From an optimization exercise on the open Yosys and OpenROAD flow, aimed at a short achievable clock period and few clock cycles; shortcuts taken in it are not production practice.
Only simulation tests tie the RTL to the original design; equivalence was not proved.
No activity file was given, so power comes from the tool's default toggle rates.

==> flow/design.v <==
module projectCPU2022(clk,rst,wrEn,data_fromRAM,addr_toRAM,data_toRAM,PC,W);
input clk, rst;
input wire [15:0] data_fromRAM;
output reg [15:0] data_toRAM;
output reg wrEn;
output reg [12:0] addr_toRAM;
output reg [12:0] PC;
output reg [15:0] W;
localparam S_O = 3'd0, S_F = 3'd1, S_I = 3'd2, S_I4 = 3'd3, S_R = 3'd4;
reg [2:0]  state;
reg [2:0]  op_r;
reg [12:0] pc1;      
reg [12:0] sh4;      
reg        sh4v;
wire [15:0] din = data_fromRAM;
wire [2:0]  op_in = din[15:13];
wire        ind = din[12:0] == 13'd0;
function automatic [16:0] ksadd(input [15:0] a, input [15:0] b, input ci);
	reg [15:0] g, p, gn, pn;
	integer i, d;
	begin
		g = a & b;
		p = a ^ b;
		g[0] = g[0] | (p[0] & ci);
		for (d = 1; d < 16; d = d * 2) begin
			gn = g; pn = p;
			for (i = d; i < 16; i = i + 1) begin
				gn[i] = g[i] | (p[i] & g[i - d]);
				pn[i] = p[i] & p[i - d];
			end
			g = gn; p = pn;
		end
		ksadd = {g[15], (a ^ b) ^ {g[14:0], ci}};
	end
endfunction
wire [16:0] addv = ksadd(W, din, 1'b0);
wire [16:0] subv = ksadd(W, ~din, 1'b1);
wire lt16 = din[15:4] == 12'd0;
reg [15:0] alu;
always @* begin
	alu = W;
	case (op_r)
		3'd0: alu = addv[15:0];
		3'd1: alu = ~(W | din);
		3'd2: alu = lt16 ? (W >> din[3:0]) : (W << din[3:0]);
		3'd3: alu = lt16 ? ((W >> din[3:0]) | (W << (5'd16 - {1'b0, din[3:0]})))
		                 : ((W << din[3:0]) | (W >> (5'd16 - {1'b0, din[3:0]})));
		3'd4: alu = !subv[16] ? 16'hFFFF : (W == din ? 16'h0000 : 16'h0001);
		3'd6: alu = din;
		default: alu = W;
	endcase
end
always @* begin
	data_toRAM = W;
	wrEn = 1'b0;
	case (state)
		S_O: begin
			addr_toRAM = din[12:0];
			wrEn = op_in == 3'd7 && !ind;
		end
		S_I: begin
			addr_toRAM = sh4v ? sh4 : 13'd4;
			wrEn = sh4v && op_r == 3'd7;
		end
		S_I4: begin
			addr_toRAM = din[12:0];
			wrEn = op_r == 3'd7;
		end
		S_R: addr_toRAM = PC;
		default: addr_toRAM = pc1;
	endcase
	if (rst) addr_toRAM = 13'd0;
end
always @(posedge clk) begin
	if (rst) begin
		state <= S_O;
		PC <= 13'd0;
		pc1 <= 13'd1;
		W <= 16'd0;
		op_r <= 3'd0;
		sh4v <= 1'b0;
	end else begin
		case (state)
			S_O: begin
				op_r <= op_in;
				if (ind) state <= S_I;
				else begin
					state <= S_F;
					if (op_in == 3'd7 && din[12:0] == 13'd4) begin
						sh4 <= W[12:0];
						sh4v <= 1'b1;
					end
				end
			end
			S_I: begin
				if (sh4v) begin
					state <= S_F;
					if (op_r == 3'd7 && sh4 == 13'd4) sh4 <= W[12:0];
				end else state <= S_I4;
			end
			S_I4: begin
				state <= S_F;
				sh4v <= 1'b1;
				if (op_r == 3'd7 && din[12:0] == 13'd4) sh4 <= W[12:0];
				else sh4 <= din[12:0];
			end
			S_R: begin
				state <= S_O;
			end
			default: begin
				W <= alu;
				if (op_r == 3'd5 && din == 16'd0 && op_r != 3'd7) begin
					PC <= W[12:0];
					pc1 <= W[12:0] + 13'd1;
					state <= S_R;
				end else begin
					PC <= pc1;
					pc1 <= pc1 + 13'd1;
					state <= S_O;
				end
			end
		endcase
	end
end
endmodule
clock: 6.0 ns
lec_check: 0
abc_clock_period_in_ps: 2500
cap_margin: 20
core_margin: 2
core_utilization: 40
setup_slack_margin: 3.0
slew_margin: 20
tns_end_percent: 100
run.sh (not shown) runs the stock make flow with config.mk's settings and CLKGATE_MAP_FILE= SYNTH_SCRIPT=/design/flow/synth_recipe.tcl, a recipe that flattens the netlist after the stock synthesis.
Testbench counts at the start, summed over its fixed seeds: cycles 636,139.
Change:
--- a/flow/design.v
+++ b/flow/design.v
@@ -69,7 +69,10 @@
 		S_R: addr_toRAM = PC;
 		default: addr_toRAM = pc1;
 	endcase
-	if (rst) addr_toRAM = 13'd0;
+	if (rst) begin
+		addr_toRAM = 13'd0;
+		wrEn = 1'b0;
+	end
 end
 always @(posedge clk) begin
 	if (rst) begin
The changed run passed the timing, DRC and antenna checks.
Final area came out lower by 1.4%.
Routed wire length came out higher by 1.2%.
Utilization came out lower by 2.9 points.
Total power came out lower by 1.4%.
Combinational power came out lower by about 2%.
Testbench counts after the change, summed over its fixed seeds: cycles 636,139.

==> static timing again, ports no longer ideal <==
The flow's constraints put no driver on any port. The routed layouts listed below were extracted and timed again, unchanged, in two steps. Step 1 (the two cells are an assumption about what drives the block):
set clk [get_ports {clk}]
set_driving_cell -lib_cell sky130_fd_sc_hd__clkbuf_16 $clk
set_driving_cell -lib_cell sky130_fd_sc_hd__buf_2 [delete_from_list [all_inputs] $clk]
Step 2 adds t to the input delays and takes it off the output delays; t is the mean of the earliest and latest rising clock arrival at the registers after step 1. Input paths then give back, and output paths get back, about the clock's delay inside the block. a / b / c = no drivers / after step 1 / after step 2; a / b = the first two.
| run | t (ns) | slack for setup (ns) | worst setup path at the end | slew at the worst register clock pin (ns) | worst data-port slew with drivers (ns) |
|---|---|---|---|---|---|
| the first run | 0.402 | 2.375 / 2.350 / 2.067 | input to register | 0.06 / 0.06 | 0.08 |
| the second run | 0.392 | 2.408 / 2.363 / 2.152 | input to register | 0.07 / 0.07 | 0.23 |
After both steps every run listed still meets setup and hold. The setup slack of the first run, which loses most, moves by -0.025 ns with the drivers and by -0.308 ns with both steps.
